This design comes from an exercise in tuning for a short achievable clock period and few clock cycles on the open sky130 flow, not from production work.
Function was checked by simulation only, so behaviour that the tests miss may differ from the original.
No driver is modelled on the clock port, so clocking that relies on it looks cheaper here than on a real chip.
Power is estimated from default activity; no workload was simulated.

Setup of lane 1:
// cpu16
module cpu16(clk, rst, imem_addr, imem_data, dmem_we, dmem_addr, dmem_wdata, dmem_rdata);
input clk;
input rst;
output [16-1:0] imem_addr;
input  [16-1:0] imem_data;
output dmem_we;
output [4-1:0] dmem_addr;
output [16-1:0] dmem_wdata;
input  [16-1:0] dmem_rdata;
reg        x0_wr, x0_lw;     
reg  [2:0] x0_op;
reg  [3:0] x0_rd, x0_imm;
reg [15:0] x0_a, x0_b;
reg        x1_wr, x1_lw;     
reg  [2:0] x1_op;
reg  [3:0] x1_rd, x1_imm;
reg [15:0] x1_a, x1_b;
reg        x_sw;             
reg  [3:0] x_base, x_off;    
reg [15:0] x_wdata;          
reg        xm_wr;            
reg  [3:0] xm_rd;
reg [15:0] x_ma, x_mb;
reg        x_br;             
reg        x_pt;             
reg [15:0] x_alt;            
reg [15:0] x_bd;             
reg        x_f0, x_f1;       
reg [15:0] x_falt;           
reg        m_wr;             
reg  [3:0] m_rd;
reg [15:0] m_s, m_c;         
reg        bt_v, bt_cj;      
reg [15:0] bt_trig;          
reg [15:0] bt_trigm1;        
reg [15:0] bt_jt;            
reg [15:0] bt_ct;            
reg  [3:0] bt_crd, bt_crs;   
reg  [3:0] bt_trs, bt_trt;   
reg        p_cnt;            
reg [15:0] p_ct;
reg  [3:0] p_crd, p_crs;
localparam NC = 8;
reg        c_v   [0:NC-1];
reg [15:0] c_tag [0:NC-1];   
reg [15:0] c_dat [0:NC-1];
reg  [2:0] c_ptr;
wire [16-1:0] pc;
wire [16-1:0] pc1, pc2;
adder PCAdder(.a(pc), .b(16'd1), .out(pc1));
  ...
For scale: about 8600 cells after synthesis, about 71000 sq um of cells after synthesis.
clock: 12.5 ns
lec_check: 0
abc_clock_period_in_ps: 3000
cap_margin: 40
core_margin: 2
core_utilization: 30
place_density: 0.45
slew_margin: 40
standard.sh (not shown) runs the stock make flow with config.mk's settings and CLKGATE_MAP_FILE= SYNTH_SCRIPT=/design/flow/synth_recipe.tcl, a recipe that flattens the netlist after the stock synthesis.
==> flow/flow/run.sh <==
#!/bin/bash
# The standard layout, with these changes to how it is made:
#  - the timing repair aims for more setup slack than the clock needs, so
#    that it shortens paths below the period;
#  - rst and dmem_we get neighbouring pins (flow/io.tcl);
#  - after CTS, flow/post_cts.tcl sizes the port buffers and the rst ->
#    dmem_we path (see that file).
set -euo pipefail
here=$(pwd)
bash standard.sh SETUP_SLACK_MARGIN=7.2 TNS_END_PERCENT=10 MATCH_CELL_FOOTPRINT=0 \
  PRE_IO_PLACEMENT_TCL="$here/flow/io.tcl" POST_CTS_TCL="$here/flow/post_cts.tcl" finish > make_finish.log 2>&1
Other scripts of this flow, unchanged in this note and not shown: flow/flow/io.tcl, flow/flow/post_cts.tcl
Testbench counts of lane 1, summed over its fixed seeds: cycles 36,568.
### lane 1 -> lane 2
--- a/flow/config.mk
+++ b/flow/config.mk
@@ -7,7 +7,7 @@
 export LEC_CHECK = 0
 export ABC_CLOCK_PERIOD_IN_PS = 3000
-export CAP_MARGIN = 40
+export CAP_MARGIN = 20
 export CORE_MARGIN = 2
 export CORE_UTILIZATION = 30
 export PLACE_DENSITY = 0.45
-export SLEW_MARGIN = 40
+export SLEW_MARGIN = 20
## What came out
Lane 2 -> stages 100% | layout checks FAIL | max-capacitance violations, max-slew violations. Lane 1 closes out successfully: all stages finished, all timing, DRC and antenna checks passed. Utilization essentially unchanged between lane 2 and lane 1. The run showing the smaller arrival time at the worst endpoint is lane 1. Lane 2 vs lane 1, global routing usage on met3 went down by 0.40 points. Compared lane 2 vs lane 1, and worst setup slack is down in lane 2.

== red ==
cpu16, a different RTL version from the one above (not shown whole).
Size: ~920 flip-flops, about 71 I/O pins, about 0.069 mm² of cells after synthesis.
export LEC_CHECK = 0
export ABC_CLOCK_PERIOD_IN_PS = 3000
export CAP_MARGIN = 40
export CORE_MARGIN = 2
export CORE_UTILIZATION = 28
export PLACE_DENSITY = 0.42
export SLEW_MARGIN = 40
create_clock -name core_clock -period 12.5 [get_ports {clk}]
==> flow/flow/run.sh <==
#!/bin/bash
# The standard layout, with these changes to how it is made:
#  - the timing repair aims for more setup slack than the clock needs, so
#    that it shortens paths below the period;
#  - rst and dmem_we get neighbouring pins (flow/io.tcl);
#  - after CTS, flow/post_cts.tcl sizes the port buffers and the rst ->
#    dmem_we path (see that file).
set -euo pipefail
here=$(pwd)
bash standard.sh SETUP_SLACK_MARGIN=7.5 TNS_END_PERCENT=30 MATCH_CELL_FOOTPRINT=0 \
  PRE_IO_PLACEMENT_TCL="$here/flow/io.tcl" POST_CTS_TCL="$here/flow/post_cts.tcl" finish > make_finish.log 2>&1
Other scripts of this flow, unchanged in this note and not shown: flow/flow/io.tcl, flow/flow/post_cts.tcl
red went all the way through synthesis, placement and routing and the layout is clean on timing, DRC and antenna.
Testbench counts of red, summed over its fixed seeds: cycles 36,568.
## Diff of input files: green against red
Settings: PLACE_DENSITY: 0.42 -> 0.45; CORE_UTILIZATION: 28 -> 30.
Results
Comparing green against red, there is no change at all in number of unique standard cell types used by synthesis.
Compare red and green | worst hold slack across all endpoints lower: green
Net total in the final layout of green exceeds that of red slightly.
Going from red to green, the row count was found to have gone down by 7.
Higher final area among red and green: green
Est. power | green vs red | green higher
The overall routed net length of green exceeds that of red by about 12%.

## afterwards: timing with drivers on the ports
In the flow no input, the clock included, has a driving cell. The finished layouts below were timed again as built, in two steps.
Step 1 sets driving cells, clkbuf_16 on the clock port and buf_2 on the other inputs (assumed; they add their load-dependent delay and slew).
Step 2 times the ports against the registers' clock, not the clock port: input delays grow and output delays shrink by t, the midpoint of the rising clock arrivals with the driver on.
a / b / c = ideal ports / drivers / drivers and shift; a / b = the first two.
run | t, ns | slack for setup (ns) | hold slack, ns | worst register clock-pin slew, ns | worst slew at a driven data input, ns
lane 1 | 0.929 | 7.003 / 7.003 / 6.175 | 0.325 / 0.325 / 0.325 | 0.09 / 0.09 | 0.18
lane 2 | 0.922 | 6.951 / 6.951 / 6.199 | 0.291 / 0.291 / 0.291 | 0.07 / 0.07 | 0.18
red | 0.922 | 7.183 / 7.062 / 6.327 | 0.328 / 0.328 / 0.328 | 0.08 / 0.08 | 0.18
green | 0.945 | 7.197 / 7.082 / 6.367 | 0.325 / 0.325 / 0.325 | 0.07 / 0.07 | 0.17
The setup slack of red, which loses most, moves by -0.121 ns with the drivers and by -0.856 ns with both steps.
